This design comes from an exercise in tuning for a short achievable clock period and few clock cycles on the open sky130 flow, not from production work. In this exercise RTL edits were held to simulation tests only and were not proved equivalent to the original. Power is estimated from default activity; no workload was simulated.

`design/flow/run.sh`:
```
#!/bin/bash
# synth_recipe.tcl (not shown) runs the flow's synth.tcl, then flattens the netlist and writes it again
# the make line also repeats each setting of config.mk as NAME=value (left out here)
make -C /OpenROAD-flow-scripts/flow DESIGN_CONFIG=/design/flow/config.mk WORK_HOME=/design/flow/orfs CLKGATE_MAP_FILE= SYNTH_SCRIPT=/design/flow/synth_recipe.tcl finish
```
`design/flow/config.mk`:
```
export PLATFORM = sky130hd
export DESIGN_NAME = CPU
export DESIGN_NICKNAME = CPU
export VERILOG_FILES = /design/flow/design.v
export SDC_FILE = /design/flow/constraint.sdc
export NUM_CORES = 4
export LEC_CHECK = 0
export ABC_AREA = 1
export CAP_MARGIN = 20
export CORE_MARGIN = 2
export CORE_UTILIZATION = 60
export PLACE_DENSITY = 0.75
export SETUP_SLACK_MARGIN = 3.2
export SLEW_MARGIN = 20
```
`design/flow/constraint.sdc`:
```
create_clock -name core_clock -period 5.0 [get_ports {i_clk}]
set_input_delay 1.0000 -clock core_clock [delete_from_list [all_inputs] [get_ports {i_clk}]]
set_output_delay 1.0000 -clock core_clock [all_outputs]
set_load 0.01 [all_outputs]
```
`design/flow/design.v`:
```
module ALU(
    input i_c,
    input [15:0] i_d1,
    input [15:0] i_d2,
    output [15:0] o_result,
    output o_c
);
wire [15:0] w_p = i_d1 | i_d2;
wire [15:0] w_g = i_d1 & i_d2;
wire [15:0] g1, p1, g2, p2, g3, p3, g4, p4;
genvar i;
generate
    for (i = 0; i < 16; i = i + 1) begin : lv
        if (i >= 1) begin : l1
            assign g1[i] = w_g[i] | (w_p[i] & w_g[i-1]);
            assign p1[i] = w_p[i] & w_p[i-1];
        end else begin : l1n
            assign g1[i] = w_g[i];
            assign p1[i] = w_p[i];
        end
        if (i >= 2) begin : l2
            assign g2[i] = g1[i] | (p1[i] & g1[i-2]);
            assign p2[i] = p1[i] & p1[i-2];
        end else begin : l2n
            assign g2[i] = g1[i];
            assign p2[i] = p1[i];
        end
        if (i >= 4) begin : l3
            assign g3[i] = g2[i] | (p2[i] & g2[i-4]);
            assign p3[i] = p2[i] & p2[i-4];
        end else begin : l3n
            assign g3[i] = g2[i];
            assign p3[i] = p2[i];
        end
        if (i >= 8) begin : l4
            assign g4[i] = g3[i] | (p3[i] & g3[i-8]);
            assign p4[i] = p3[i] & p3[i-8];
        end else begin : l4n
            assign g4[i] = g3[i];
            assign p4[i] = p3[i];
        end
    end
endgenerate
wire [15:0] w_c = g4 | (p4 & {16{i_c}});
assign o_result = (i_d1 ^ {w_c[14:0], i_c}) ^ i_d2;
assign o_c = w_c[15];
endmodule
module Decoder(
    input [31:0] i_ir,
    output o_lw,             
    output o_sw,             
    output o_alu,            
    output o_sub,            
    output o_we,             
    output [3:0] o_rd,
    output [3:0] o_rs1,      
    output [3:0] o_rs2,      
    output [15:0] o_rs1_oh,  
    output [15:0] o_rs2_oh,  
    output [15:0] o_imm_lw,  
    output [15:0] o_imm_sw   
);
wire [7:0] w_op = i_ir[31:24];
assign o_lw  = (w_op == 8'd1);
assign o_sw  = (w_op == 8'd2);
assign o_alu = (w_op == 8'd3) || (w_op == 8'd4);
assign o_sub = (w_op == 8'd4);
assign o_we  = o_lw || o_alu;
assign o_rd  = i_ir[23:20];
assign o_rs1 = (w_op[2:0] == 3'b001) ? i_ir[3:0] : i_ir[7:4];
assign o_rs2 = i_ir[3:0];
genvar i;
generate
    for (i = 0; i < 16; i = i + 1) begin : oh
        assign o_rs1_oh[i] = (o_rs1 == i);
        assign o_rs2_oh[i] = (o_rs2 == i);
    end
endgenerate
assign o_imm_lw = i_ir[19:4];
assign o_imm_sw = i_ir[23:8];
endmodule
module RegisterFile(
    input i_clk,
    input i_reset_n,
    input i_we,                      
    input [3:0] i_ws,                
    input [31:0] i_wd,               
    input [15:0] i_rs1,              
    input [15:0] i_rs2,              
    output [31:0] o_rd1,
    output [31:0] o_rd2
);
reg [31:0] r_registers [15:0];
reg [31:0] w_part1 [3:0];
reg [31:0] w_part2 [3:0];
reg [31:0] r_part1 [3:0];
reg [31:0] r_part2 [3:0];
integer g, j;
always @(*)
begin
    for (g = 0; g < 4; g = g + 1) begin
        w_part1[g] = 0;
        w_part2[g] = 0;
        for (j = 0; j < 4; j = j + 1) begin
            w_part1[g] = w_part1[g] | ({32{i_rs1[4*g+j]}} & r_registers[4*g+j]);
            w_part2[g] = w_part2[g] | ({32{i_rs2[4*g+j]}} & r_registers[4*g+j]);
        end
    end
end
always @(posedge i_clk)
begin
    for (g = 0; g < 4; g = g + 1) begin
        r_part1[g] <= w_part1[g];
        r_part2[g] <= w_part2[g];
    end
end
assign o_rd1 = r_part1[0] | r_part1[1] | r_part1[2] | r_part1[3];
assign o_rd2 = r_part2[0] | r_part2[1] | r_part2[2] | r_part2[3];
integer i;
always @(posedge i_clk or negedge i_reset_n)
begin
    if (!i_reset_n) begin
        for (i = 0; i < 16; i = i + 1)
            r_registers[i] <= 0;
    end
    else if (i_we) begin
        r_registers[i_ws] <= i_wd;
    end
end
endmodule
module StallControl(
    input [3:0] i_rs,
    input i_e_we,            
    input i_e_lw,
    input [3:0] i_e_rd,
    input i_x_we,            
    input [3:0] i_x_rd,
    output o_f1,             
    output o_fl,             
    output o_f2              
);
wire w_m1 = i_e_we && (i_e_rd == i_rs);
wire w_m2 = i_x_we && (i_x_rd == i_rs);
assign o_f1 = w_m1 && !i_e_lw;
assign o_fl = w_m1 && i_e_lw;
assign o_f2 = w_m2 && !w_m1;
endmodule
module DecoderReadRegisterMux(
    input i_s0,
    input [15:0] i_d0,
    input i_s1,
    input [15:0] i_d1,
    input i_s2,
    input [15:0] i_d2,
    input i_s3,
    input [15:0] i_d3,
    output [15:0] o_d
);
assign o_d = ({16{i_s0}} & i_d0) | ({16{i_s1}} & i_d1)
           | ({16{i_s2}} & i_d2) | ({16{i_s3}} & i_d3);
endmodule
module CPU(
    input i_clk,
    input i_reset_n,
    output [15:0] o_pc,
    input [31:0] i_instruction,
    output [15:0] o_address,
    output o_rw,
    output [31:0] o_data,
    input [31:0] i_data
);
wire        f_lw, f_sw, f_alu, f_sub, f_we;
wire [3:0]  f_rd, f_rs1, f_rs2;
wire [15:0] f_rs1_oh, f_rs2_oh;
wire [15:0] f_imm_lw, f_imm_sw;
Decoder decoder(
    .i_ir(i_instruction),
    .o_lw(f_lw), .o_sw(f_sw), .o_alu(f_alu), .o_sub(f_sub), .o_we(f_we),
    .o_rd(f_rd), .o_rs1(f_rs1), .o_rs2(f_rs2),
    .o_rs1_oh(f_rs1_oh), .o_rs2_oh(f_rs2_oh), .o_imm_lw(f_imm_lw), .o_imm_sw(f_imm_sw)
);
reg [13:0]  r_pc;
reg         d_lw, d_sw, d_alu, d_sub, d_we;
reg [3:0]   d_rd, d_rs1, d_rs2;
reg         d_w1, d_w2;              
reg         d_v1, d_v2;              
reg [15:0]  d_imm_lw, d_imm_sw;
always @(posedge i_clk or negedge i_reset_n)
begin
    if (!i_reset_n) begin
        r_pc <= 0;
        d_lw <= 0;
        d_sw <= 0;
        d_alu <= 0;
        d_sub <= 0;
        d_we <= 0;
    end
    else begin
        r_pc <= r_pc + 14'd1;
        d_lw <= f_lw;
        d_sw <= f_sw;
        d_alu <= f_alu;
        d_sub <= f_sub;
        d_we <= f_we;
    end
end
always @(posedge i_clk)
begin
    d_rd <= f_rd;
    d_rs1 <= f_rs1;
    d_rs2 <= f_rs2;
    d_imm_lw <= f_imm_lw;
    d_imm_sw <= f_imm_sw;
end
assign o_pc = {r_pc, 2'b00};
reg         e_lw, e_sw, e_sub, e_we;
reg [3:0]   e_rd;
reg [31:0]  e_a, e_b, e_s;           
reg         e_a0, e_a1, e_al, e_a2;
reg         e_s0, e_s1, e_sl, e_s2;
reg         e_b0, e_b1, e_bl, e_b2, e_b1n, e_bln, e_b2n;
reg         x_lw, x_we;
reg [3:0]   x_rd;
reg [15:0]  x_lo;                    
reg [15:0]  x_lo_n;                  
reg         x_c;                     
reg [15:0]  x_a, x_b;                
reg         x_a0, x_a1, x_b0, x_b1, x_b1n;   
reg [15:0]  r_address;
reg         r_rw;
reg [31:0]  r_data;
reg         w_we;
reg [3:0]   w_rd;
reg [31:0]  w_val;
reg [31:0]  w2_val;
reg [31:0]  w_val_n;                 
wire [31:0] w_rfr1, w_rfr2;
wire [31:0] w_rf1 = d_w1 ? w_val : d_v1 ? w2_val : w_rfr1;
wire [31:0] w_rf2 = d_w2 ? w_val : d_v2 ? w2_val : w_rfr2;
wire [31:0] w_result;            
RegisterFile registerFile(
    .i_clk(i_clk),
    .i_reset_n(i_reset_n),
    .i_we(w_we),
    .i_ws(w_rd),
    .i_wd(w_val),
    .i_rs1(f_rs1_oh),
    .i_rs2(f_rs2_oh),
    .o_rd1(w_rfr1),
    .o_rd2(w_rfr2)
);
wire w_a1, w_al, w_a2, w_b1, w_bl, w_b2;
StallControl hazard1(
    .i_rs(d_rs1),
    .i_e_we(e_we), .i_e_lw(e_lw), .i_e_rd(e_rd),
    .i_x_we(x_we), .i_x_rd(x_rd),
    .o_f1(w_a1), .o_fl(w_al), .o_f2(w_a2)
);
StallControl hazard2(
    .i_rs(d_rs2),
    .i_e_we(e_we), .i_e_lw(e_lw), .i_e_rd(e_rd),
    .i_x_we(x_we), .i_x_rd(x_rd),
    .o_f1(w_b1), .o_fl(w_bl), .o_f2(w_b2)
);
wire d_add = d_alu && !d_sub;
always @(posedge i_clk)
begin
    d_w1 <= x_we && (x_rd == f_rs1);
    d_w2 <= x_we && (x_rd == f_rs2);
    d_v1 <= w_we && (w_rd == f_rs1);
    d_v2 <= w_we && (w_rd == f_rs2);
end
always @(posedge i_clk or negedge i_reset_n)
begin
    if (!i_reset_n) begin
        e_lw <= 0;
        e_sw <= 0;
        e_sub <= 0;
        e_we <= 0;
    end
    else begin
        e_lw <= d_lw;
        e_sw <= d_sw;
        e_sub <= d_sub;
        e_we <= d_we;
    end
end
always @(posedge i_clk)
begin
    e_rd <= d_rd;
    e_a <= w_rf1;
    e_b <= d_alu ? (w_rf2 ^ {32{d_sub}}) : {16'b0, d_lw ? d_imm_lw : d_imm_sw};
    e_s <= w_rf2;
    e_a0 <= !(w_a1 || w_al || w_a2);
    e_a1 <= w_a1;
    e_al <= w_al;
    e_a2 <= w_a2;
    e_b0 <= !(d_alu && (w_b1 || w_bl || w_b2));
    e_b1 <= d_add && w_b1;
    e_bl <= d_add && w_bl;
    e_b2 <= d_add && w_b2;
    e_b1n <= d_sub && w_b1;
    e_bln <= d_sub && w_bl;
    e_b2n <= d_sub && w_b2;
    e_s0 <= !(w_b1 || w_bl || w_b2);
    e_s1 <= w_b1;
    e_sl <= w_bl;
    e_s2 <= w_b2;
end
wire [15:0] w_a_lo, w_b_lo, w_bn_lo, w_s_lo;
DecoderReadRegisterMux muxA(
    .i_s0(e_a0), .i_d0(e_a[15:0]),
    .i_s1(e_a1), .i_d1(x_lo),
    .i_s2(e_al), .i_d2(i_data[15:0]),
    .i_s3(e_a2), .i_d3(w_val[15:0]),
    .o_d(w_a_lo)
);
DecoderReadRegisterMux muxB(
    .i_s0(e_b0), .i_d0(e_b[15:0]),
    .i_s1(e_b1), .i_d1(x_lo),
    .i_s2(e_bl), .i_d2(i_data[15:0]),
    .i_s3(e_b2), .i_d3(w_val[15:0]),
    .o_d(w_b_lo)
);
DecoderReadRegisterMux muxBn(
    .i_s0(1'b0), .i_d0(16'b0),
    .i_s1(e_b1n), .i_d1(x_lo_n),
    .i_s2(e_bln), .i_d2(~i_data[15:0]),
    .i_s3(e_b2n), .i_d3(w_val_n[15:0]),
    .o_d(w_bn_lo)
);
DecoderReadRegisterMux muxS(
    .i_s0(e_s0), .i_d0(e_s[15:0]),
    .i_s1(e_s1), .i_d1(x_lo),
    .i_s2(e_sl), .i_d2(i_data[15:0]),
    .i_s3(e_s2), .i_d3(w_val[15:0]),
    .o_d(w_s_lo)
);
wire [15:0] w_y_lo;
wire        w_c_lo;
ALU alu_lo(
    .i_c(e_sub),
    .i_d1(w_a_lo),
    .i_d2(w_b_lo | w_bn_lo),
    .o_result(w_y_lo),
    .o_c(w_c_lo)
);
wire [15:0] w_a_hi = ({16{x_a0}} & x_a) | ({16{x_a1}} & w_val[31:16]);
wire [15:0] w_b_hi = ({16{x_b0}} & x_b) | ({16{x_b1}} & w_val[31:16])
                   | ({16{x_b1n}} & w_val_n[31:16]);
wire [15:0] w_y_hi;
/*verilator lint_off UNUSED*/
wire        w_c_hi;
/*verilator lint_on UNUSED*/
ALU alu_hi(
    .i_c(x_c),
    .i_d1(w_a_hi),
    .i_d2(w_b_hi),
    .o_result(w_y_hi),
    .o_c(w_c_hi)
);
wire [15:0] w_s_hi;
DecoderReadRegisterMux muxShi(
    .i_s0(e_s0), .i_d0(e_s[31:16]),
    .i_s1(e_s1), .i_d1(w_y_hi),
    .i_s2(e_sl), .i_d2(i_data[31:16]),
    .i_s3(e_s2), .i_d3(w_val[31:16]),
    .o_d(w_s_hi)
);
always @(posedge i_clk or negedge i_reset_n)
begin
    if (!i_reset_n) begin
        x_lw <= 0;
        x_we <= 0;
        r_rw <= 0;
    end
    else begin
        x_lw <= e_lw;
        x_we <= e_we;
        r_rw <= e_sw;
    end
end
always @(posedge i_clk)
begin
    x_rd <= e_rd;
    x_lo <= w_y_lo;
    x_lo_n <= ~w_y_lo;
    x_c <= w_c_lo;
    r_address <= w_y_lo;
    x_a <= e_a2 ? w_val[31:16] : e_a[31:16];
    x_b <= (e_b2 ? w_val[31:16] : 16'b0) | (e_b2n ? w_val_n[31:16] : 16'b0)
         | (e_b2 || e_b2n ? 16'b0 : e_b[31:16]);
    x_a0 <= !(e_a1 || e_al);
    x_a1 <= e_a1 || e_al;
    x_b0 <= !(e_b1 || e_bl || e_b1n || e_bln);
    x_b1 <= e_b1 || e_bl;
    x_b1n <= e_b1n || e_bln;
    r_data <= {w_s_hi, w_s_lo};
end
assign o_address = r_address;
assign o_rw = r_rw;
assign o_data = r_data;
assign w_result = x_lw ? i_data : {w_y_hi, x_lo};
always @(posedge i_clk or negedge i_reset_n)
begin
    if (!i_reset_n)
        w_we <= 0;
    else
        w_we <= x_we;
end
always @(posedge i_clk)
begin
    w_rd <= x_rd;
    w2_val <= w_val;
    w_val <= w_result;
    w_val_n <= ~w_result;
end
endmodule
```
==> results of run 1 <==
[timing repair]
action                     in CTS  in global routing
pin swaps                     223                287
cloned                         46                  8
setup endpoints to repair     911                847
buffers inserted              163                 95
resized for setup            1148                758
[area by class of cell]
class | instances | area, um2 | share of cell area
sequential | 1148 | 25870 | 0.4249
multi-input combinational | 3802 | 22470 | 0.3690
timing repair buffer | 448 | 4800 | 0.07882
clock buffer | 172 | 3413 | 0.05605
inverter | 417 | 2021 | 0.03318
tap | 1030 | 1289 | 0.02116
timing repair inverter | 38 | 524.3 | 0.008609
clock inverter | 41 | 499.2 | 0.008198
antenna | 3 | 7.507 | 0.0001233
[cells in the mapped netlist (2+ instances only)]
cell,count,area [um2]
a211oi_1,2,15.01
a21boi_0,16,120.1
a21oi_1,177,885.9
a221o_1,14,140.1
a221oi_1,6,52.55
a22o_1,3,26.28
a22oi_1,5,37.54
buf_1,6,22.52
buf_2,59,295.3
buf_4,6,45.04
clkbuf_1,243,912.1
clkbuf_2,9,45.04
clkinv_1,3,11.26
dfrtp_1,539,13490
dfxtp_1,609,12190
fa_1,2,40.04
inv_1,392,1471
inv_2,20,75.07
nand2_1,1940,7282
nand2_2,8,50.05
nand3_1,92,460.4
nand3b_1,7,52.55
nand4_1,124,775.7
nor2_1,236,885.9
nor2_2,4,25.02
nor2_4,4,45.04
nor3_1,43,215.2
nor3b_1,2,15.01
nor4_1,36,225.2
nor4_2,2,25.02
o2111ai_1,68,595.6
o211ai_1,77,578.1
o21a_1,2,15.01
o21ai_0,734,3674
o21ai_1,53,265.3
o21ai_4,4,65.06
o22ai_1,76,475.5
or2_1,2,12.51
or2_2,12,75.07
xnor2_1,11,96.34
xor2_1,27,236.5
[routing by layer]
layer	track usage	part of all wire	up-vias
met5	0	0.00028	-
met4	0.3206	0.10	8
met2	0.6476	0.43	4024
met1	0.5344	0.33	22010
li1	-	-	19240
met3	0.1045	0.14	1321
[registers in the layout (all words and copies together) (netlist names), 4 cells and up]
name / count
r_pc: 14
e_s: 32
w_val: 32
w_rd: 4
registerFile.r_registers: 512
x_a: 16
x_rd: 4
x_b: 16
d_imm_sw: 15
e_rd: 4
x_lo_n: 16
e_b: 32
r_data: 32
registerFile.r_part2: 128
d_rs1: 4
d_rs2: 4
r_address: 16
w2_val: 32
w_val_n: 32
d_imm_lw: 4
registerFile.r_part1: 128
e_a: 32
[kinds of logic after synthesis]
logic type	synth area share
compound gates	0.1516
xor+xnor	0.007218
fa+ha+maj	0.001140
buf+inv	0.06290
flops	0.5569
other cells	0.00008133
simple gates	0.2201
[metrics by stage]
stage	std cells	instance area [um2]	power (uW)
after floorplan	5687	47230	10030
after global placement	6570	48510	10400
after detailed placement	6571	48520	10410
after CTS	6993	56920	19380
after global routing	7096	60890	20110
final	7099	60890	19740
[worst paths after layout]
kind	slack [ns]	end	cells past startpoint	startpoint
max	2.61	registerFile.r_part1[0][30]	14	i_instruction[25]
min	0.32	registerFile.r_registers[5][23]	1	i_reset_n
max reg2reg	2.88	e_b[0]	7	registerFile.r_part2[1][0]
min reg2reg	0.35	r_rw	0	e_sw
max in group asynchronous	3.50	d_sub	2	i_reset_n
min in group core_clock	0.35	r_rw	0	e_sw
[power by group through the flow]
stage	Combinational (uW)	Sequential [uW]	Clock, uW
after detailed placement	747	9670	0
final	1250	9490	9000
after global routing	1280	9500	9330
after global placement	739	9660	0
after CTS	1010	9470	8900
after floorplan	400	9630	0
==> results.rst, run 1 <==
.. list-table::
   :header-rows: 1

   * - Metric
     - Value
   * - Cell internal power dissipation
     - 15000 uW
   * - Leakage
     - 0.02752 uW
   * - Worst clock skew on the final layout
     - 0.02254 ns
   * - Drt initial violations
     - 6691
   * - Power density normalized to cell area
     - 324.2 nW/um2
   * - RSZ-0062 raised after global routing
     - yes
   * - Worst setup SP type
     - input port
   * - Ys flop type
     - dfxtp_1
   * - Count of state elements after synthesis
     - 1148
   * - Total gr overflow
     - 0
   * - Fin Setup TNS
     - 0 ns
   * - Vias
     - 46610
   * - CP cell instances
     - buf_12 -> inv_12 -> nand2_8 -> nor2_4 -> clkinv_4 -> o21ai_4 -> buf_12 -> nor2_4 -> buf_12 -> nand2_8 -> clkinvlp_4 -> buf_12 -> nand2_4 -> o2111ai_4
   * - Height of the die
     - 281.2 um
   * - Die footprint
     - 79080 um2
   * - Commonest non-fill, non-tap cell in the layout
     - nand2_1
   * - Largest voltage drop on the vdd net
     - 0.3700 mV
   * - Final critical path time including I/O delays and setup
     - 2.391 ns
   * - Hold buffers post-CTS
     - 0
   * - Effective utilization at floorplan
     - 0.6061
   * - Top Ports
     - 131
   * - Detailed placement HPWL
     - 96060 um
   * - Status
     - complete, no violations
   * - Net switching fraction of the power
     - 0.2402
   * - Average instance area after synthesis
     - 8.109 um2
   * - Path type of the worst min-delay path
     - in -> async
   * - Number of setup violations in the final report
     - 0
   * - Fmax
     - 418.3 MHz
   * - Vias/cell
     - 6.565
   * - Synthesis warning total
     - 7
   * - Vias in the first global route
     - 42180
   * - Count of different cell masters after synthesis
     - 52
   * - Transition time of the tightest slew-check pin
     - 1.026 ns
   * - Core Area
     - 76080 um2
   * - Clock-pin slew on the worst setup and hold paths
     - 0.06 ns
   * - Post-route antenna net violation count
     - 0
   * - Area grow syn2layout
     - 32.06%
   * - Arrival @ worst endpoint
     - 2.94 ns
   * - Sequential share of the synthesized area
     - 0.5569
   * - Gp weighted congestion
     - 0.9477
   * - Clock buffer count from CTS
     - 113
   * - Final critical-path share of the clock period
     - 0.4782
   * - Power share of the clock group
     - 0.456
   * - Clock insertion delay at the later pin of the skew report
     - 0.69 ns
   * - Critical path's slowest cell
     - o21ai_4
   * - Pre-CTS setup slack
     - 1.263 ns
   * - Post-synth EDFFs
     - 0
   * - First drt pass iteration count
     - 8
   * - Max transition margin
     - 0.3158
   * - Antenna violations before repair
     - 8
   * - First-pass GRT wire length
     - 252900 um
   * - Combinational fraction of design power
     - 0.063
   * - Share of the core filled with cells
     - 0.8005
   * - Req. time, crit path
     - 5.55 ns
   * - Cell occurring most often along the worst timing path
     - buf_12
   * - Final net count
     - 6037
   * - Clock tree from TritonCTS
     - done
   * - Library cell used as clock root buffer
     - clkbuf_16
   * - Share of flip-flops with an asynchronous set or reset after synthesis
     - 0.4695
   * - Port bufs
     - 128
   * - Mapped Area
     - 46110 um2
   * - Wire length per cell
     - 26.70 um
   * - Number of placement rows
     - 101
   * - Number of clock sinks
     - 1148
   * - Maxcap violations
     - 0
   * - DR DRC count
     - 0
   * - Critical path fanouts, max
     - 6
   * - GRT Resource Usage Total
     - 0.4285
   * - Delay of the slowest cell on the worst path
     - 0.31 ns
   * - Net Sw Power
     - 4742 uW
   * - Total detailed-routing wirelength
     - 189600 um
   * - Final number of max-transition violations
     - 0
   * - Kind of capture point of the worst setup path
     - flip-flop
   * - Share of final-layout standard cells stronger than drive strength 1
     - 0.2689
   * - Fin. Hold Viols
     - 0
   * - Post-layout worst setup margin
     - 2.609 ns
   * - Number of levels in the clock H-tree
     - 3
   * - Number of buffers between clock root and the deepest sink
     - 3
   * - Die Span X
     - 281.2 um
   * - Cell count after synthesis
     - 5686
   * - Kind of cell adding the most delay to the critical path
     - buffers and inverters
   * - Buf/Inv on CP
     - 7
   * - Total of fill cells in the finished design
     - 4495
   * - Commonest cells after routing, fill and taps aside
     - nand2_1 (1566), o21ai_0 (650), dfxtp_1 (542)
   * - Largest net degree at the start of global routing
     - 115
   * - Sequential group share of total power
     - 0.481
   * - Post-route worst hold slack
     - 0.3196 ns
   * - Critical path class
     - in -> reg
Testbench counts, summed over its fixed seeds: cycles 32,608.
==> run 2: changes to the inputs <==
--- a/design/flow/config.mk
+++ b/design/flow/config.mk
@@ -10,4 +10,4 @@
 export CORE_MARGIN = 2
-export CORE_UTILIZATION = 60
-export PLACE_DENSITY = 0.75
+export CORE_UTILIZATION = 40
+export PLACE_DENSITY = 0.6
 export SETUP_SLACK_MARGIN = 3.2
==> run 2 against run 1 <==
Compared with the run above: core utilization shrank 26 points; synthesized cell count is the same; register-to-register slack lost 0.03 ns; count of clock-buffer cells in the layout grew 13; worst hold slack lost 0.047 ns; sequential power is essentially flat; power grew 0.51%; clock skew grew 0.0011 ns; maximum frequency grew 3.7%; routed wire length shrank 3.7%; area after synthesis is the same; flip-flop and latch count is the same; largest power group unchanged.
==> results.rst, run 2 <==
.. list-table::
   :header-rows: 1

   * - Metric
     - Value
   * - Power density normalized to cell area
     - 321.3 nW/um2
   * - Clock tree from TritonCTS
     - done
   * - Share of final-layout standard cells stronger than drive strength 1
     - 0.2658
   * - Leakage
     - 0.02730 uW
   * - Sequential share of the synthesized area
     - 0.5569
   * - Launching instance or port of the critical path
     - i_instruction[25]
   * - Cell count after synthesis
     - 5686
   * - Basic-gate share of the synthesized area counting and, or, nand and nor cells
     - 0.2201
   * - Die Span X
     - 343.5 um
   * - Detailed placement HPWL
     - 103400 um
   * - CP cell instances
     - buf_12 -> inv_12 -> nand2_4 -> nor2_4 -> inv_4 -> buf_12 -> o21ai_4 -> buf_6 -> nor2_4 -> buf_12 -> nand2_8 -> clkinvlp_4 -> buf_16 -> a21oi_2 -> o21ai_1
   * - Worst clock skew on the final layout
     - 0.02364 ns
   * - Number of buffers between clock root and the deepest sink
     - 3
   * - Total of fill cells in the finished design
     - 9915
   * - Area fraction of the dominant cell type after synthesis
     - 0.2925
   * - Fin. Hold Viols
     - 0
   * - Startpoint of the worst-slack reg-to-reg timing path
     - e_bln
   * - Post-route antenna net violation count
     - 0
   * - First-pass GRT wire length
     - 258300 um
   * - Combinational family with the most area after synthesis
     - simple AND/OR/NAND/NOR gates
   * - Transition time of the tightest slew-check pin
     - 1.006 ns
   * - Largest reg by FF count
     - registerFile.r_registers
   * - Total gr overflow
     - 0
   * - Hold buffers post-CTS
     - 0
   * - Most area-hungry cell type in the Yosys netlist
     - dfrtp_1
   * - Clock-pin slew on the worst setup and hold paths
     - 0.07 ns
   * - Post-route cell area
     - 61770 um2
   * - Multiplexer share of the synthesized area
     - 0
   * - Xor and xnor area share after synthesis
     - 0.007218
   * - Post-synth EDFFs
     - 0
   * - Cell types with the largest area share after synthesis
     - dfrtp_1 (29%), dfxtp_1 (26%), nand2_1 (16%)
   * - Depth of the worst register-to-register path
     - 18
   * - Area grow syn2layout
     - 33.97%
   * - Final critical path time including I/O delays and setup
     - 2.306 ns
   * - Buf/Inv on CP
     - 8
   * - Post-synthesis compound-gate area fraction
     - 0.1516
   * - Number of levels in the clock H-tree
     - 3
   * - Die footprint
     - 118000 um2
   * - Total detailed-routing wirelength
     - 182600 um
   * - Average instance area after synthesis
     - 8.109 um2
   * - Number of clock sinks
     - 1148
   * - Arrival @ worst endpoint
     - 2.91 ns
   * - Delay of the slowest cell on the worst path
     - 0.26 ns
   * - Largest net degree at the start of global routing
     - 95
   * - Height of the die
     - 343.5 um
   * - Final number of max-transition violations
     - 0
   * - Mapped Area
     - 46110 um2
   * - Critical path's slowest cell
     - clkinvlp_4
   * - Synthesis warning total
     - 7
   * - Vias
     - 43330
   * - Req. time, crit path
     - 5.61 ns
   * - # placed instances
     - 7065
   * - Final net count
     - 6099
   * - Overall power after layout
     - 19840 uW
   * - Effective utilization at floorplan
     - 0.4033
   * - Max transition margin
     - 0.3290
   * - Fin Setup TNS
     - 0 ns
   * - Gp weighted congestion
     - 0.9249
   * - Maxcap violations
     - 0
   * - Share of flip-flops with an asynchronous set or reset after synthesis
     - 0.4695
   * - First drt pass iteration count
     - 7
   * - Wire length per cell
     - 23.88 um
   * - Drt initial violations
     - 4513
   * - Clock buffer count from CTS
     - 118
   * - Vias/cell
     - 5.666
   * - Critical path class
     - in -> reg
   * - WP depth
     - 15
   * - Synthesized-area fraction occupied by adder cells
     - 0.001140
   * - Cell with the most instances after synthesis
     - nand2_1
   * - Number of setup violations in the final report
     - 0
   * - Library cell used as clock root buffer
     - clkbuf_16
   * - Antenna violations before repair
     - 7
   * - Number of placement rows
     - 124
   * - Count of different cell masters after synthesis
     - 52
   * - Kind of cell adding the most delay to the critical path
     - buffers and inverters
   * - GRT Resource Usage Total
     - 0.2909
   * - Critical path fanouts, max
     - 5
   * - List of most frequent post-synthesis cells
     - nand2_1 (1940), o21ai_0 (734), dfxtp_1 (609)
   * - Vias in the first global route
     - 40880
   * - Count of state elements after synthesis
     - 1148
   * - Fmax
     - 433.6 MHz
   * - Number of flip-flops in the largest register
     - 512
   * - Commonest cells after routing, fill and taps aside
     - nand2_1 (1589), o21ai_0 (650), dfxtp_1 (543)
   * - Kind of capture point of the worst setup path
     - flip-flop
   * - Worst setup SP type
     - input port
   * - Path type of the worst min-delay path
     - in -> async
   * - Port bufs
     - 128
   * - Final critical-path share of the clock period
     - 0.4612
   * - Non-filler cells, final
     - 7647
   * - Ys flop type
     - dfxtp_1
   * - Placed cell area
     - 49220 um2
   * - DR DRC count
     - 0
   * - Largest voltage drop on the vdd net
     - 0.2933 mV
   * - Commonest non-fill, non-tap cell in the layout
     - nand2_1
   * - RSZ-0062 raised after global routing
     - yes
   * - Top Ports
     - 131
   * - Clock insertion delay at the later pin of the skew report
     - 0.72 ns
   * - Top Registers
     - registerFile.r_registers x512, registerFile.r_part1 x128, registerFile.r_part2 x128
   * - Cell occurring most often along the worst timing path
     - buf_12
   * - Status
     - complete, no violations
   * - Core Area
     - 114300 um2
-- run 2: cell counts after synthesis --
Identical to the previous run, type by type.
-- run 2: area by class of cell --
cell class,count,area (um2),area share
tap,1512,1892,0.03063
clock inverter,37,405.4,0.006563
inverter,417,1987,0.03216
antenna,3,7.507,0.0001215
timing repair buffer,499,5434,0.08797
timing repair inverter,40,493.0,0.007980
multi-input combinational,3806,22100,0.3578
clock buffer,185,3590,0.05811
sequential,1148,25860,0.4187
-- run 2: logic make-up after synthesis --
| group | after synthesis |
|---|---|
| compound gates | 1242 |
| xor+xnor | 38 |
| fa+ha+maj | 3 |
| buf+inv | 741 |
| flops | 1148 |
| other cells | 1 |
| simple gates | 2513 |
-- run 2: path summary, 6_finish.rpt --
kind / endpoint / slack (ns)
worst min-delay path: registerFile.r_registers[11][29] / 0.27
worst max-delay path: registerFile.r_part1[3][2] / 2.69
min in group core_clock: x_rd[1] / 0.35
max in group asynchronous: registerFile.r_registers[12][5] / 3.55
worst max register to register: x_lo_n[15] / 2.85
worst min register to register: x_rd[1] / 0.35
-- run 2: what timing repair did --
| action | CTS | global route |
|---|---|---|
| gates cloned | 55 | 6 |
| setup endpoints to repair | 984 | 802 |
| buffers inserted | 188 | 108 |
| resized for setup | 1218 | 569 |
| pin swaps | 204 | 226 |
-- run 2: through the flow --
| step | hold WS [ns] | util | setup slack (ns) |
|---|---|---|---|
| 5_1_grt | 0.3116 | 0.5402 | 2.676 |
| 3_3_place_gp | 0.3332 | 0.4305 | 1.218 |
| 3_5_place_dp | 0.3364 | 0.4305 | 1.172 |
| 6_report | 0.2726 | 0.5402 | 2.694 |
| 2_1_floorplan | 0.3256 | - | 2.638 |
| 4_1_cts | 0.2949 | 0.5113 | 2.699 |
-- run 2: per-layer routing --
metal  global-route usage  vias up  wire (um)
met2               0.4437     2213      80570
li1                     -    19370          -
met3              0.06001      585      19080
met5                    0        -         92
met4               0.1516        8      11520
met1               0.3900    21160      71390
-- run 2: where the power goes --
part	leakage [uW]	internal, uW	switching, uW
Clock	0.00197	5280	3820
Combinational	0.0128	433	835
Sequential	0.0125	9350	123
Total	0.0273	15100	4780
-- run 2: worst reg2reg max path: cells and delay by family, from the launching register on --
family / cells / cell delay (ns)
DFF: 1 / 0.35
and+or+nand+nor: 13 / 1.07
buffers and inverters: 5 / 0.63
==> run 3: changes to the inputs <==
--- a/design/flow/design.v
+++ b/design/flow/design.v
@@ -57,4 +57,2 @@
     output [3:0] o_rs2,      
-    output [15:0] o_rs1_oh,  
-    output [15:0] o_rs2_oh,  
     output [15:0] o_imm_lw,  
@@ -71,9 +69,2 @@
 assign o_rs2 = i_ir[3:0];
-genvar i;
-generate
-    for (i = 0; i < 16; i = i + 1) begin : oh
-        assign o_rs1_oh[i] = (o_rs1 == i);
-        assign o_rs2_oh[i] = (o_rs2 == i);
-    end
-endgenerate
 assign o_imm_lw = i_ir[19:4];
@@ -87,4 +78,4 @@
     input [31:0] i_wd,               
-    input [15:0] i_rs1,              
-    input [15:0] i_rs2,              
+    input [3:0] i_rs1,               
+    input [3:0] i_rs2,               
     output [31:0] o_rd1,
@@ -93,18 +84,6 @@
 reg [31:0] r_registers [15:0];
-reg [31:0] w_part1 [3:0];
-reg [31:0] w_part2 [3:0];
 reg [31:0] r_part1 [3:0];
 reg [31:0] r_part2 [3:0];
-integer g, j;
-always @(*)
-begin
-    for (g = 0; g < 4; g = g + 1) begin
-        w_part1[g] = 0;
-        w_part2[g] = 0;
-        for (j = 0; j < 4; j = j + 1) begin
-            w_part1[g] = w_part1[g] | ({32{i_rs1[4*g+j]}} & r_registers[4*g+j]);
-            w_part2[g] = w_part2[g] | ({32{i_rs2[4*g+j]}} & r_registers[4*g+j]);
-        end
-    end
-end
+reg [1:0]  r_grp1, r_grp2;
+integer g;
 always @(posedge i_clk)
@@ -112,8 +91,10 @@
     for (g = 0; g < 4; g = g + 1) begin
-        r_part1[g] <= w_part1[g];
-        r_part2[g] <= w_part2[g];
+        r_part1[g] <= r_registers[{g[1:0], i_rs1[1:0]}];
+        r_part2[g] <= r_registers[{g[1:0], i_rs2[1:0]}];
     end
+    r_grp1 <= i_rs1[3:2];
+    r_grp2 <= i_rs2[3:2];
 end
-assign o_rd1 = r_part1[0] | r_part1[1] | r_part1[2] | r_part1[3];
-assign o_rd2 = r_part2[0] | r_part2[1] | r_part2[2] | r_part2[3];
+assign o_rd1 = r_part1[r_grp1];
+assign o_rd2 = r_part2[r_grp2];
 integer i;
@@ -173,3 +154,2 @@
 wire [3:0]  f_rd, f_rs1, f_rs2;
-wire [15:0] f_rs1_oh, f_rs2_oh;
 wire [15:0] f_imm_lw, f_imm_sw;
@@ -178,4 +158,3 @@
     .o_lw(f_lw), .o_sw(f_sw), .o_alu(f_alu), .o_sub(f_sub), .o_we(f_we),
-    .o_rd(f_rd), .o_rs1(f_rs1), .o_rs2(f_rs2),
-    .o_rs1_oh(f_rs1_oh), .o_rs2_oh(f_rs2_oh), .o_imm_lw(f_imm_lw), .o_imm_sw(f_imm_sw)
+    .o_rd(f_rd), .o_rs1(f_rs1), .o_rs2(f_rs2), .o_imm_lw(f_imm_lw), .o_imm_sw(f_imm_sw)
 );
@@ -184,4 +163,4 @@
 reg [3:0]   d_rd, d_rs1, d_rs2;
-reg         d_w1, d_w2;              
-reg         d_v1, d_v2;              
+reg         d_w1, d_w2;
+reg         d_v1, d_v2;
 reg [15:0]  d_imm_lw, d_imm_sw;
@@ -237,4 +216,5 @@
 wire [31:0] w_rfr1, w_rfr2;
-wire [31:0] w_rf1 = d_w1 ? w_val : d_v1 ? w2_val : w_rfr1;
-wire [31:0] w_rf2 = d_w2 ? w_val : d_v2 ? w2_val : w_rfr2;
+wire [31:0] w_rfa = d_w1 ? w_val : d_v1 ? w2_val : w_rfr1;    
+wire [31:0] w_rf2 = d_w2 ? w_val : d_v2 ? w2_val : w_rfr2;    
+wire [31:0] w_rf1 = d_lw ? w_rf2 : w_rfa;                     
 wire [31:0] w_result;            
@@ -246,4 +226,4 @@
     .i_wd(w_val),
-    .i_rs1(f_rs1_oh),
-    .i_rs2(f_rs2_oh),
+    .i_rs1(i_instruction[7:4]),
+    .i_rs2(i_instruction[3:0]),
     .o_rd1(w_rfr1),
@@ -267,6 +247,6 @@
 begin
-    d_w1 <= x_we && (x_rd == f_rs1);
-    d_w2 <= x_we && (x_rd == f_rs2);
-    d_v1 <= w_we && (w_rd == f_rs1);
-    d_v2 <= w_we && (w_rd == f_rs2);
+    d_w1 <= x_we && (x_rd == i_instruction[7:4]);
+    d_w2 <= x_we && (x_rd == i_instruction[3:0]);
+    d_v1 <= w_we && (w_rd == i_instruction[7:4]);
+    d_v2 <= w_we && (w_rd == i_instruction[3:0]);
 end
==> run 3 against run 2 <==
Compared with the run above: global-route usage rose by 1.8 points; synthesized cell count up 5.1%; die area grew 3.2%; critical path depth decreased by 14; sequential power rose by 3.3%; critical path type is now reg -> out.
==> results.rst, run 3 <==
.. list-table::
   :header-rows: 1

   * - Metric
     - Value
   * - Effective utilization at floorplan
     - 0.4030
   * - Total detailed-routing wirelength
     - 194900 um
   * - Combinational family with the most area after synthesis
     - simple AND/OR/NAND/NOR gates
   * - Fin Setup TNS
     - 0 ns
   * - Mapped Area
     - 47590 um2
   * - Library cell used as clock root buffer
     - clkbuf_16
   * - Kind of capture point of the worst setup path
     - output pin
   * - Number of placement rows
     - 126
   * - Average instance area after synthesis
     - 7.961 um2
   * - Core Area
     - 118100 um2
   * - Largest net degree at the start of global routing
     - 94
   * - Total of fill cells in the finished design
     - 10570
   * - Fin. Hold Viols
     - 0
   * - Path type of the worst min-delay path
     - in -> async
   * - Share of final-layout standard cells stronger than drive strength 1
     - 0.2390
   * - Share of flip-flops with an asynchronous set or reset after synthesis
     - 0.4695
   * - Vias
     - 45070
   * - DR DRC count
     - 0
   * - List of most frequent post-synthesis cells
     - nand2_1 (2273), o21ai_0 (786), dfxtp_1 (609)
   * - Maxcap violations
     - 0
   * - Height of the die
     - 348.9 um
   * - Combinational fraction of design power
     - 0.088
   * - Post-route antenna net violation count
     - 0
   * - Die footprint
     - 121800 um2
   * - Status
     - complete, no violations
   * - Power share of the clock group
     - 0.434
   * - Area grow syn2layout
     - 29.31%
   * - Number of clock sinks
     - 1148
   * - Largest voltage drop on the vdd net
     - 0.2928 mV
   * - Req. time, crit path
     - 4.00 ns
   * - Total gr overflow
     - 0
   * - Cell internal power dissipation
     - 15150 uW
   * - Worst clock skew on the final layout
     - 0.03063 ns
   * - Net switching fraction of the power
     - 0.2598
   * - Post-synthesis compound-gate area fraction
     - 0.1508
   * - Antenna violations before repair
     - 9
   * - Transition time of the tightest slew-check pin
     - 1.004 ns
   * - Final critical-path share of the clock period
     - 0.4543
   * - First-pass GRT wire length
     - 280400 um
   * - Worst setup SP type
     - flip-flop
   * - Area fraction of the dominant cell type after synthesis
     - 0.2834
   * - Number of buffers between clock root and the deepest sink
     - 3
   * - Critical path's slowest cell
     - dfxtp_4
   * - Synthesized-area fraction occupied by adder cells
     - 0.001104
   * - Count of different cell masters after synthesis
     - 52
   * - Commonest cells after routing, fill and taps aside
     - nand2_1 (1968), o21ai_0 (645), dfrtp_1 (535)
   * - Top Registers
     - registerFile.r_registers x512, registerFile.r_part1 x128, registerFile.r_part2 x128
   * - GRT Resource Usage Total
     - 0.3089
   * - Kind of cell adding the most delay to the critical path
     - flip-flops
   * - Arrival @ worst endpoint
     - 1.27 ns
   * - Xor and xnor area share after synthesis
     - 0.006204
   * - Most area-hungry cell type in the Yosys netlist
     - dfrtp_1
   * - Largest reg by FF count
     - registerFile.r_registers
   * - Clock insertion delay at the later pin of the skew report
     - 0.74 ns
   * - Ys flop type
     - dfxtp_1
   * - Port bufs
     - 128
   * - Synthesis warning total
     - 5
   * - Max transition margin
     - 0.3309
   * - Final number of max-transition violations
     - 0
   * - Buf/Inv on CP
     - 1
   * - Post-synth EDFFs
     - 0
   * - Gp weighted congestion
     - 0.9639
   * - Cell count after synthesis
     - 5978
   * - CP cell instances
     - buf_6
   * - Cell with the most instances after synthesis
     - nand2_1
   * - Multiplexer share of the synthesized area
     - 0
   * - Vias in the first global route
     - 42020
   * - Final net count
     - 6306
   * - Detailed placement HPWL
     - 109700 um
   * - Number of levels in the clock H-tree
     - 3
   * - Critical path class
     - reg -> out
   * - Fmax
     - 440.2 MHz
   * - Final critical path time including I/O delays and setup
     - 2.272 ns
   * - Net Sw Power
     - 5317 uW
   * - Vias/cell
     - 5.717
   * - Critical path fanouts, max
     - 4
   * - Sequential share of the synthesized area
     - 0.5396
   * - First drt pass iteration count
     - 8
   * - Commonest non-fill, non-tap cell in the layout
     - nand2_1
   * - Die Span X
     - 348.9 um
   * - Clock tree from TritonCTS
     - done
   * - Number of flip-flops in the largest register
     - 512
   * - Leakage
     - 0.02685 uW
   * - Power density normalized to cell area
     - 332.6 nW/um2
   * - Basic-gate share of the synthesized area counting and, or, nand and nor cells
     - 0.2408
   * - Wire length per cell
     - 24.73 um
   * - RSZ-0062 raised after global routing
     - yes
   * - Delay of the slowest cell on the worst path
     - 0.42 ns
   * - Cell types with the largest area share after synthesis
     - dfrtp_1 (28%), dfxtp_1 (26%), nand2_1 (18%)
   * - Sequential group share of total power
     - 0.478
   * - Clock buffer count from CTS
     - 119
   * - Drt initial violations
     - 5272
   * - Number of setup violations in the final report
     - 0
   * - Count of state elements after synthesis
     - 1148
   * - Overall power after layout
     - 20470 uW
   * - Top Ports
     - 131
   * - Clock-pin slew on the worst setup and hold paths
     - 0.06 ns
## run 3: path summary, 6_finish.rpt
| path | startpoint | slack (ns) | end | cells past startpoint |
|---|---|---|---|---|
| min in group core_clock | d_we | 0.35 | e_we | 0 |
| min reg2reg | d_we | 0.35 | e_we | 0 |
| max in group asynchronous | i_reset_n | 3.45 | registerFile.r_registers[5][10] | 2 |
| max reg2reg | registerFile.r_grp2[1] | 2.78 | e_b[4] | 14 |
| max | r_address[5] | 2.73 | o_address[5] | 1 |
| min | i_reset_n | 0.34 | registerFile.r_registers[8][20] | 1 |
## run 3: repair_timing
| item | in CTS | in global routing |
|---|---|---|
| gates resized for setup | 1232 | 511 |
| buffers inserted | 217 | 62 |
| setup endpoints to repair | 1068 | 829 |
| endpoints found under the hold margin | 0 | 0 |
| cloned | 13 | 3 |
| hold buffers | 0 | 0 |
| pin swaps | 206 | 273 |
## run 3: final cells by class
cell class | count | area, um2 | area share
inverters | 335 | 1430 | 0.02324
diodes | 7 | 17.52 | 0.0002846
clock buffers | 190 | 3586 | 0.05827
repair inverters | 1 | 7.507 | 0.0001220
multi-input cells | 4125 | 22860 | 0.3714
flip-flops and latches | 1148 | 25920 | 0.4212
clock inverters | 34 | 321.6 | 0.005225
well taps | 1536 | 1922 | 0.03123
repair buffers | 507 | 5480 | 0.08905
## run 3: stage by stage
| stage | utilization | area [um2] | worst slack [ns] | hold WS, ns | instances |
|---|---|---|---|---|---|
| floorplan | - | 47980 | 2.845 | 0.3312 | 5979 |
| global route | 0.5211 | 61530 | 2.705 | 0.3568 | 7880 |
| finish | 0.5212 | 61540 | 2.728 | 0.3436 | 7883 |
| detailed placement | 0.4272 | 50440 | 1.634 | 0.3394 | 7357 |
| CTS | 0.5004 | 59090 | 2.701 | 0.3513 | 7811 |
| global placement | 0.4272 | 50440 | 1.650 | 0.3368 | 7357 |
## run 3: cell families (layout without fill, tap and decap cells)
| kind of cell | after synthesis | count (layout) |
|---|---|---|
| flip-flops | 1148 | 1148 |
| other | 1 | 9 |
| AO/OA/AOI/OAI | 1240 | 1240 |
| AND/OR/NAND/NOR | 2842 | 2848 |
| adder cells (fa/ha/maj) | 3 | 3 |
| buffers and inverters | 712 | 1067 |
| XOR/XNOR | 32 | 32 |
## run 3: power groups by stage
| stage | Sequential [uW] | Combinational (uW) | Clock, uW |
|---|---|---|---|
| after global routing | 9800 | 1890 | 9340 |
| after global placement | 9950 | 1300 | 0 |
| after floorplan | 9850 | 644 | 0 |
| after detailed placement | 9950 | 1310 | 0 |
| after CTS | 9760 | 1620 | 8940 |
| final | 9790 | 1810 | 8880 |
## run 3: per-layer routing
layer,GRT usage,part of all wire,up-vias
met5,0,0.00024,-
met4,0.1577,0.058,6
met3,0.06696,0.11,572
met2,0.4774,0.44,2562
met1,0.4079,0.40,21720
li1,-,-,20210
Testbench counts of run 3, summed over its fixed seeds: cycles 32,608.
==> run 4: changes to the inputs <==
--- a/design/flow/design.v
+++ b/design/flow/design.v
@@ -78,4 +78,6 @@
     input [31:0] i_wd,               
-    input [3:0] i_rs1,               
-    input [3:0] i_rs2,               
+    input [3:0] i_ra,                
+    input [3:0] i_rb,                
+    input [7:0] i_sel1,              
+    input [3:0] i_sel2,              
     output [31:0] o_rd1,
@@ -84,5 +86,6 @@
 reg [31:0] r_registers [15:0];
-reg [31:0] r_part1 [3:0];
-reg [31:0] r_part2 [3:0];
-reg [1:0]  r_grp1, r_grp2;
+reg [31:0] r_parta [3:0];
+reg [31:0] r_partb [3:0];
+reg [7:0]  r_sel1;
+reg [3:0]  r_sel2;
 integer g;
@@ -91,10 +94,21 @@
     for (g = 0; g < 4; g = g + 1) begin
-        r_part1[g] <= r_registers[{g[1:0], i_rs1[1:0]}];
-        r_part2[g] <= r_registers[{g[1:0], i_rs2[1:0]}];
+        r_parta[g] <= r_registers[{g[1:0], i_ra[1:0]}];
+        r_partb[g] <= r_registers[{g[1:0], i_rb[1:0]}];
     end
-    r_grp1 <= i_rs1[3:2];
-    r_grp2 <= i_rs2[3:2];
+    r_sel1 <= i_sel1;
+    r_sel2 <= i_sel2;
 end
-assign o_rd1 = r_part1[r_grp1];
-assign o_rd2 = r_part2[r_grp2];
+reg [31:0] r_rd1;
+reg [31:0] r_rd2;
+always @(*)
+begin
+    r_rd1 = 0;
+    r_rd2 = 0;
+    for (g = 0; g < 4; g = g + 1) begin
+        r_rd1 = r_rd1 | ({32{r_sel1[g]}} & r_parta[g]) | ({32{r_sel1[4+g]}} & r_partb[g]);
+        r_rd2 = r_rd2 | ({32{r_sel2[g]}} & r_partb[g]);
+    end
+end
+assign o_rd1 = r_rd1;
+assign o_rd2 = r_rd2;
 integer i;
@@ -160,3 +174,4 @@
 );
-reg [13:0]  r_pc;
+reg [13:0]  r_pc;                    
+reg [13:0]  r_pc_next;               
 reg         d_lw, d_sw, d_alu, d_sub, d_we;
@@ -170,2 +185,3 @@
         r_pc <= 0;
+        r_pc_next <= 1;
         d_lw <= 0;
@@ -177,3 +193,4 @@
     else begin
-        r_pc <= r_pc + 14'd1;
+        r_pc <= r_pc_next;
+        r_pc_next <= r_pc_next + 14'd1;
         d_lw <= f_lw;
@@ -216,5 +233,13 @@
 wire [31:0] w_rfr1, w_rfr2;
-wire [31:0] w_rfa = d_w1 ? w_val : d_v1 ? w2_val : w_rfr1;    
-wire [31:0] w_rf2 = d_w2 ? w_val : d_v2 ? w2_val : w_rfr2;    
-wire [31:0] w_rf1 = d_lw ? w_rf2 : w_rfa;                     
+wire [31:0] w_rf1 = w_rfr1 | ({32{d_w1}} & w_val) | ({32{d_v1}} & w2_val);
+wire [31:0] w_rf2 = w_rfr2 | ({32{d_w2}} & w_val) | ({32{d_v2}} & w2_val);
+wire        f_rs1_b = (i_instruction[26:24] == 3'b001);    
+wire        f_w1 = x_we && (x_rd == f_rs1);
+wire        f_w2 = x_we && (x_rd == f_rs2);
+wire        f_v1 = w_we && (w_rd == f_rs1) && !f_w1;
+wire        f_v2 = w_we && (w_rd == f_rs2) && !f_w2;
+wire [3:0]  f_grp_a = 4'b0001 << i_instruction[7:6];
+wire [3:0]  f_grp_b = 4'b0001 << i_instruction[3:2];
+wire [7:0]  f_sel1 = {8{!(f_w1 || f_v1)}} & (f_rs1_b ? {f_grp_b, 4'b0} : {4'b0, f_grp_a});
+wire [3:0]  f_sel2 = {4{!(f_w2 || f_v2)}} & f_grp_b;
 wire [31:0] w_result;            
@@ -226,4 +251,6 @@
     .i_wd(w_val),
-    .i_rs1(i_instruction[7:4]),
-    .i_rs2(i_instruction[3:0]),
+    .i_ra(i_instruction[7:4]),
+    .i_rb(i_instruction[3:0]),
+    .i_sel1(f_sel1),
+    .i_sel2(f_sel2),
     .o_rd1(w_rfr1),
@@ -247,6 +274,6 @@
 begin
-    d_w1 <= x_we && (x_rd == i_instruction[7:4]);
-    d_w2 <= x_we && (x_rd == i_instruction[3:0]);
-    d_v1 <= w_we && (w_rd == i_instruction[7:4]);
-    d_v2 <= w_we && (w_rd == i_instruction[3:0]);
+    d_w1 <= f_w1;
+    d_w2 <= f_w2;
+    d_v1 <= f_v1;
+    d_v2 <= f_v2;
 end
@@ -368,3 +395,4 @@
     x_c <= w_c_lo;
-    r_address <= w_y_lo;
+    if (e_lw || e_sw)
+        r_address <= w_y_lo;
     x_a <= e_a2 ? w_val[31:16] : e_a[31:16];
==> run 4 against run 3 <==
Compared with the run above: first-iteration DRC count is 4.9% higher; die area is 2.2% higher; global-route usage is 2.4 points lower; cell count is 0.51% higher; flip-flop and latch count is 42 higher; largest power group is now clock.
==> results.rst, run 4 <==
.. list-table::
   :header-rows: 1

   * - Metric
     - Value
   * - Status
     - complete, no violations
   * - Cell types with the largest area share after synthesis
     - dfrtp_1 (28%), dfxtp_1 (26%), nand2_1 (18%)
   * - Critical path class
     - reg -> out
   * - Port bufs
     - 128
   * - R2R setup slack
     - 2.91 ns
   * - Share of the core filled with cells
     - 0.5181
   * - Antenna violations before repair
     - 9
   * - Top Ports
     - 131
   * - Critical path capture point
     - o_address[1]
   * - Die footprint
     - 124400 um2
   * - Number of setup violations in the final report
     - 0
   * - Startpoint of the worst-slack reg-to-reg timing path
     - e_b2n
   * - Total gr overflow
     - 0
   * - Area fraction of the dominant cell type after synthesis
     - 0.2839
   * - Wire length per cell
     - 24.29 um
   * - Count of state elements after synthesis
     - 1190
   * - Arrival @ worst endpoint
     - 1.35 ns
   * - Fin. Hold Viols
     - 0
   * - Final net count
     - 6264
   * - Post-synth EDFFs
     - 16
   * - Cell with the most instances after synthesis
     - nand2_1
   * - CP cell instances
     - buf_6
   * - Vias
     - 44890
   * - Total detailed-routing wirelength
     - 192400 um
   * - Synthesis warning total
     - 5
   * - Die Span X
     - 352.8 um
   * - Commonest non-fill, non-tap cell in the layout
     - nand2_1
   * - Most area-hungry cell type in the Yosys netlist
     - dfrtp_1
   * - Vias/cell
     - 5.666
   * - Critical path fanouts, max
     - 1
   * - Drt initial violations
     - 5528
   * - Maxcap violations
     - 0
   * - Area grow syn2layout
     - 28.10%
   * - Share of flip-flops with an asynchronous set or reset after synthesis
     - 0.4647
   * - GRT Resource Usage Total
     - 0.2852
   * - Req. time, crit path
     - 4.00 ns
   * - Core Area
     - 120300 um2
   * - Launching instance or port of the critical path
     - r_address[1]
   * - Kind of cell adding the most delay to the critical path
     - flip-flops
   * - Number of flip-flops in the largest register
     - 512
   * - Final critical-path share of the clock period
     - 0.4704
   * - Vias in the first global route
     - 41520
   * - Buf/Inv on CP
     - 1
   * - Final critical path time including I/O delays and setup
     - 2.352 ns
   * - Path type of the worst min-delay path
     - in -> async
   * - Leakage
     - 0.02756 uW
   * - Non-filler cells, final
     - 7923
   * - Ys flop type
     - dfxtp_1
   * - Post-route antenna net violation count
     - 0
   * - Top Registers
     - registerFile.r_registers x512, registerFile.r_parta x128, registerFile.r_partb x128
   * - Largest voltage drop on the vdd net
     - 0.3910 mV
   * - First drt pass iteration count
     - 6
   * - Clock insertion delay at the later pin of the skew report
     - 0.79 ns
   * - Detailed placement HPWL
     - 101200 um
   * - Clock-pin slew on the worst setup and hold paths
     - 0.06 ns
   * - RSZ-0062 raised after global routing
     - yes
   * - Average instance area after synthesis
     - 8.168 um2
   * - Library cell used as clock root buffer
     - clkbuf_16
   * - Largest net degree at the start of global routing
     - 129
   * - Fmax
     - 425.2 MHz
   * - Final number of max-transition violations
     - 0
   * - Transition time of the tightest slew-check pin
     - 0.9277 ns
   * - Number of placement rows
     - 127
   * - Mapped Area
     - 48650 um2
   * - # placed instances
     - 7410
   * - Critical path's slowest cell
     - edfxtp_1
   * - Number of clock sinks
     - 1190
   * - Fin Setup TNS
     - 0 ns
   * - Delay of the slowest cell on the worst path
     - 0.42 ns
   * - List of most frequent post-synthesis cells
     - nand2_1 (2390), dfxtp_1 (621), o21ai_0 (560)
   * - Number of buffers between clock root and the deepest sink
     - 3
   * - Total of fill cells in the finished design
     - 10830
   * - Gp weighted congestion
     - 0.9113
   * - RR Endpoint
     - r_address[14]
   * - Worst setup SP type
     - flip-flop
   * - Number of levels in the clock H-tree
     - 4
   * - Sequential share of the synthesized area
     - 0.5499
   * - Clock buffer count from CTS
     - 133
   * - Worst clock skew on the final layout
     - 0.02763 ns
   * - Count of different cell masters after synthesis
     - 57
   * - Power density normalized to cell area
     - 345.5 nW/um2
   * - Commonest cells after routing, fill and taps aside
     - nand2_1 (2149), o21ai_0 (548), dfrtp_1 (548)
   * - Max transition margin
     - 0.3815
   * - WP depth
     - 1
   * - Cell count after synthesis
     - 5956
   * - Share of final-layout standard cells stronger than drive strength 1
     - 0.2120
   * - Height of the die
     - 352.8 um
   * - Clock tree from TritonCTS
     - done
   * - First-pass GRT wire length
     - 268100 um
   * - Effective utilization at floorplan
     - 0.4044
   * - Largest reg by FF count
     - registerFile.r_registers
   * - DR DRC count
     - 0
   * - Depth of the worst register-to-register path
     - 13
   * - Kind of capture point of the worst setup path
     - output pin
run 4: cell count changes after synthesis, sizes merged, moves of 47 or more:
cell    delta
a221oi    +62
a22o      +48
nand2    +120
nand3    -101
nand4     +47
o21ai    -236
run 4: cell type report:
type | instances | area (um2) | share of cell area
inverter | 363 | 1546 | 0.02481
tap | 1612 | 2017 | 0.03236
timing repair buffer | 454 | 4962 | 0.07962
antenna | 4 | 10.01 | 0.0001606
sequential | 1190 | 26940 | 0.4323
clock inverter | 42 | 709.4 | 0.01138
clock buffer | 205 | 3995 | 0.06410
multi-input combinational | 4050 | 22120 | 0.3549
timing repair inverter | 3 | 20.02 | 0.0003212
run 4: timing repair:
| action | 4_1_cts | 5_1_grt |
|---|---|---|
| endpoints found under the setup margin | 1054 | 543 |
| pin swaps | 156 | 219 |
| gates cloned | 17 | 13 |
| buffers inserted | 146 | 86 |
| gates resized for setup | 829 | 490 |
| hold buffers | 0 | 0 |
run 4: how the worst min path moves through the flow:
stage / startpoint / to / slack, ns / depth (start not counted)
after floorplan: w_val[18] / w2_val[18] / 0.33 / 0
after CTS: i_reset_n / registerFile.r_registers[11][29] / 0.30 / 1
after global placement: d_sw / e_sw / 0.34 / 0
final: i_reset_n / registerFile.r_registers[11][29] / 0.27 / 1
after global routing: i_reset_n / registerFile.r_registers[10][29] / 0.33 / 1
after detailed placement: d_we / e_we / 0.34 / 0
run 4: where the power goes:
group | internal [uW] | leakage, uW | switching [uW] | total [uW]
registers | 9740 | 0.0129 | 165 | 9910
clock network | 6250 | 0.00230 | 4190 | 10400
logic | 344 | 0.0123 | 843 | 1190
total | 16300 | 0.0276 | 5200 | 21500
run 4: layer usage:
layer | track usage | part of all wire | vias up | routed length, um
met4 | 0.1416 | 0.059 | 4 | 11330
met3 | 0.06233 | 0.10 | 655 | 19380
met1 | 0.3665 | 0.39 | 21510 | 74200
met5 | 0 | 0.00012 | - | 23
li1 | - | - | 20090 | -
met2 | 0.4545 | 0.45 | 2637 | 87510
run 4: stage by stage:
| step | hold slack [ns] | setup WS [ns] | power, uW | area [um2] |
|---|---|---|---|---|
| 2_1_floorplan | 0.3258 | 2.746 | 10470 | 49010 |
| 3_3_place_gp | 0.3369 | 1.323 | 10990 | 51460 |
| 3_5_place_dp | 0.3395 | 1.342 | 11000 | 51460 |
| 4_1_cts | 0.2978 | 2.594 | 21450 | 59380 |
| 5_1_grt | 0.3317 | 2.611 | 22080 | 62310 |
| 6_report | 0.2732 | 2.648 | 21530 | 62320 |
run 4: logic make-up (layout without fill, tap and decap cells):
family	count (synthesis)	after routing	synth area share
buffers and inverters	727	1067	0.06044
AND/OR/NAND/NOR	2902	2912	0.2427
AO/OA/AOI/OAI	1095	1095	0.1388
adder cells (fa/ha/maj)	3	3	0.001080
other	1	6	0.00007708
XOR/XNOR	38	38	0.006995
flip-flops	1190	1190	0.5499
Testbench counts of run 4, summed over its fixed seeds: cycles 32,608.
==> run 5: changes to the inputs <==
--- a/design/flow/design.v
+++ b/design/flow/design.v
@@ -354,2 +354,13 @@
 );
+wire [15:0] w_addr;
+/*verilator lint_off UNUSED*/
+wire        w_c_addr;
+/*verilator lint_on UNUSED*/
+ALU agu(
+    .i_c(e_sub),
+    .i_d1(w_a_lo),
+    .i_d2(e_b[15:0]),
+    .o_result(w_addr),
+    .o_c(w_c_addr)
+);
 wire [15:0] w_a_hi = ({16{x_a0}} & x_a) | ({16{x_a1}} & w_val[31:16]);
@@ -395,4 +406,3 @@
     x_c <= w_c_lo;
-    if (e_lw || e_sw)
-        r_address <= w_y_lo;
+    r_address <= w_addr;
     x_a <= e_a2 ? w_val[31:16] : e_a[31:16];
--- a/design/flow/config.mk
+++ b/design/flow/config.mk
@@ -11,2 +11,4 @@
 export CORE_UTILIZATION = 40
+export CTS_CLUSTER_DIAMETER = 60
+export CTS_CLUSTER_SIZE = 20
 export PLACE_DENSITY = 0.6
==> run 5 against run 4 <==
Compared with the run above: non-clock buffer count fell by 34; clock power is 16% lower; die area increased by 2.8%; via count increased by 2.1%; sequential share of layout area decreased by 0.40 points; design area increased by 0.32%; highest routed layer unchanged; register-to-register slack got worse by 0.02 ns; critical path type unchanged.
==> results.rst, run 5 <==
.. list-table::
   :header-rows: 1

   * - Metric
     - Value
   * - Status
     - complete, no violations
   * - Mapped Area
     - 50020 um2
   * - Total gr overflow
     - 0
   * - Share of flip-flops with an asynchronous set or reset after synthesis
     - 0.4647
   * - RR Endpoint
     - r_address[10]
   * - Wire length on met3
     - 18150 um
   * - Critical path class
     - reg -> out
   * - Post-synth EDFFs
     - 0
   * - Post-route worst hold slack
     - 0.2972 ns
   * - Sequential share of the synthesized area
     - 0.5317
   * - DR DRC count
     - 0
   * - Length of routed met2 wiring
     - 85540 um
   * - RSZ-0062 raised after global routing
     - yes
   * - Fmax
     - 440.5 MHz
   * - Final number of max-transition violations
     - 0
   * - Port bufs
     - 128
   * - Buf/Inv on CP
     - 1
   * - Final critical path time including I/O delays and setup
     - 2.270 ns
   * - Area grow syn2layout
     - 25.00%
   * - Number of placement rows
     - 129
   * - First drt pass iteration count
     - 8
   * - Die footprint
     - 127900 um2
   * - Clock tree from TritonCTS
     - done
   * - Cell types with the largest area share after synthesis
     - dfrtp_1 (28%), dfxtp_1 (25%), nand2_1 (19%)
   * - Cell with the most instances after synthesis
     - nand2_1
   * - Leakage
     - 0.02787 uW
   * - Number of buffers between clock root and the deepest sink
     - 3
   * - Count of antenna diodes in the layout
     - 0
   * - List of most frequent post-synthesis cells
     - nand2_1 (2533), dfxtp_1 (637), o21ai_0 (622)
   * - Vias/cell
     - 5.611
   * - Met1 Wirelength
     - 76100 um
   * - Critical path fanouts, max
     - 1
   * - Arrival @ worst endpoint
     - 1.27 ns
   * - Critical path's slowest cell
     - dfxtp_4
   * - Vias
     - 45840
   * - Total detailed-routing wirelength
     - 189800 um
   * - Average instance area after synthesis
     - 7.972 um2
   * - Req. time, crit path
     - 4.00 ns
   * - Height of the die
     - 357.6 um
   * - Depth of the worst register-to-register path
     - 15
   * - Largest net degree at the start of global routing
     - 129
   * - Number of levels in the clock H-tree
     - 3
   * - Worst clock skew on the final layout
     - 0.07857 ns
   * - Largest reg by FF count
     - registerFile.r_registers
   * - Largest voltage drop on the vdd net
     - 0.3427 mV
   * - Detailed placement HPWL
     - 107800 um
   * - Count of different cell masters after synthesis
     - 53
   * - Share of final-layout standard cells stronger than drive strength 1
     - 0.2131
   * - Gp weighted congestion
     - 0.9283
   * - Final critical-path share of the clock period
     - 0.4541
   * - Total of fill cells in the finished design
     - 11360
   * - Delay of the slowest cell on the worst path
     - 0.39 ns
   * - Commonest cells after routing, fill and taps aside
     - nand2_1 (2249), o21ai_0 (608), dfxtp_1 (559)
   * - Power density normalized to cell area
     - 316.0 nW/um2
   * - Effective utilization at floorplan
     - 0.4035
   * - Core Area
     - 124000 um2
   * - Kind of cell adding the most delay to the critical path
     - flip-flops
   * - Vias in the first global route
     - 43200
   * - Number of clock sinks
     - 1190
   * - Final net count
     - 6513
   * - Top Ports
     - 131
   * - Number of setup violations in the final report
     - 0
   * - Maxcap violations
     - 0
   * - Fin Setup TNS
     - 0 ns
   * - Top Registers
     - registerFile.r_registers x512, registerFile.r_parta x128, registerFile.r_partb x128
   * - Clock-pin slew on the worst setup and hold paths
     - 0.08 ns
   * - Hold buffers post-CTS
     - 0
   * - Area fraction of the dominant cell type after synthesis
     - 0.2762
   * - Worst setup SP type
     - flip-flop
   * - First-pass GRT wire length
     - 272200 um
   * - Transition time of the tightest slew-check pin
     - 0.9496 ns
   * - Post-route antenna net violation count
     - 0
   * - Drt initial violations
     - 5370
   * - Path type of the worst min-delay path
     - in -> async
   * - Most area-hungry cell type in the Yosys netlist
     - dfrtp_1
   * - Die Span X
     - 357.6 um
   * - Startpoint of the worst-slack reg-to-reg timing path
     - e_al
   * - Ys flop type
     - dfxtp_1
   * - CP cell instances
     - buf_6
   * - Max transition margin
     - 0.3670
   * - Number of flip-flops in the largest register
     - 512
   * - R2R setup slack
     - 2.89 ns
   * - Antenna violations before repair
     - 6
   * - Clock buffer count from CTS
     - 102
   * - Wire length per cell
     - 23.23 um
   * - Count of state elements after synthesis
     - 1190
   * - GRT Resource Usage Total
     - 0.2810
   * - Kind of capture point of the worst setup path
     - output pin
   * - Fin. Hold Viols
     - 0
   * - Clock insertion delay at the later pin of the skew report
     - 0.77 ns
   * - Synthesis warning total
     - 5
   * - Top layer reached by signal wires
     - met5
   * - Cell count after synthesis
     - 6274
   * - Commonest non-fill, non-tap cell in the layout
     - nand2_1
   * - Library cell used as clock root buffer
     - clkbuf_16
==> run 5: cell count changes after synthesis, moves of 11 or more <==
cell      change
nand2_1     +143
o21ai_0      +62
inv_1        +51
nand2_2      +33
nor2_2       +19
a21oi_1      -18
dfxtp_1      +16
edfxtp_1     -16
nand3_1      +16
o21ai_1      -16
nor2_1       -13
nand3_2      +11
nor2_4       +11
==> run 5: where the power goes <==
group,internal (uW),switching [uW],total (uW)
logic,344,839,1180
registers,9700,172,9870
clock network,4530,4170,8700
==> run 5: layout make-up <==
cell class,instances,area (um2),area share
clock inverter,75,937.1,0.01499
timing repair buffer,420,4442,0.07105
sequential,1190,26780,0.4284
inverter,415,1779,0.02846
multi-input combinational,4312,23780,0.3804
timing repair inverter,2,12.51,0.0002001
clock buffer,119,2739,0.04381
tap,1637,2048,0.03276
==> run 5: worst max-delay path by stage <==
stage	depth (start not counted)	from	slack, ns	endpoint
3_5_place_dp	5	i_instruction[0]	1.38	registerFile.r_partb[3][0]
4_1_cts	1	r_data[12]	2.71	o_data[12]
5_1_grt	1	r_data[12]	2.72	o_data[12]
3_3_place_gp	6	i_instruction[1]	1.41	registerFile.r_partb[3][11]
2_1_floorplan	10	i_instruction[24]	2.89	registerFile.r_sel1[0]
6_report	1	r_data[12]	2.73	o_data[12]
==> run 5: per-stage QoR <==
stage / util / setup WS, ns / std cells / total power, uW / cell area (um2)
after floorplan: - / 2.886 / 6275 / 10480 / 50460
after global placement: 0.4277 / 1.410 / 7756 / 11030 / 53020
after detailed placement: 0.4278 / 1.383 / 7756 / 11040 / 53030
after CTS: 0.4845 / 2.707 / 8090 / 19720 / 60050
after global routing: 0.5044 / 2.716 / 8170 / 20290 / 62520
final: 0.5044 / 2.730 / 8170 / 19750 / 62520
==> run 5: per-layer routing <==
layer | GRT usage | vias to the layer above
met1 | 0.3734 | 22030
met5 | 0 | -
met4 | 0.1228 | 6
met3 | 0.05842 | 549
li1 | - | 20890
met2 | 0.4430 | 2369
==> run 5: cells by family (layout without fill, tap and decap cells) <==
| group | Yosys count | count (layout) | share of synthesized area |
|---|---|---|---|
| AND/OR/NAND/NOR | 3135 | 3150 | 0.2594 |
| AO/OA/AOI/OAI | 1109 | 1109 | 0.1350 |
| XOR/XNOR | 47 | 47 | 0.008381 |
| buffers and inverters | 788 | 1031 | 0.06402 |
| flip-flops | 1190 | 1190 | 0.5317 |
| other | 1 | 2 | 0.00007498 |
| adder cells (fa/ha/maj) | 4 | 4 | 0.001451 |
==> run 5: what timing repair did <==
action | in CTS | in global routing
buffers inserted | 124 | 68
resized for setup | 969 | 432
pin swaps | 199 | 231
cloned | 16 | 12
setup endpoints to repair | 987 | 552
endpoints found under the hold margin | 0 | 0
Testbench counts of run 5, summed over its fixed seeds: cycles 32,608.

==> static timing again, ports no longer ideal <==
The flow's constraints put no driver on any port. The routed layouts listed below were extracted and timed again, unchanged, in two steps.
Step 1, drivers: a clkbuf_16 drives i_clk and a buf_2 each remaining input, both assumed.
Step 2 moves the port delays by t, midway between the first and last clock arrival at a register: inputs arrive t later, outputs are due t later. That takes back most of the time a late clock gives input paths.
Slacks: ideal / step 1 / step 2; pairs: ideal / step 1.
run	shift t [ns]	slack for setup (ns)	hold WS [ns]
run 1	0.758	2.609 / 2.637 / 1.878	0.320 / 0.297 / 0.346
run 2	0.792	2.694 / 2.660 / 1.937	0.273 / 0.246 / 0.350
run 3	0.804	2.728 / 2.650 / 2.323	0.344 / 0.328 / 0.348
run 4	0.850	2.648 / 2.573 / 2.115	0.273 / 0.246 / 0.361
run 5	0.803	2.730 / 2.658 / 2.245	0.297 / 0.276 / 0.356
After both steps every run listed still meets setup and hold. For run 2, which loses most, drivers alone change the setup slack by -0.034 ns; drivers and shift together by -0.757 ns.
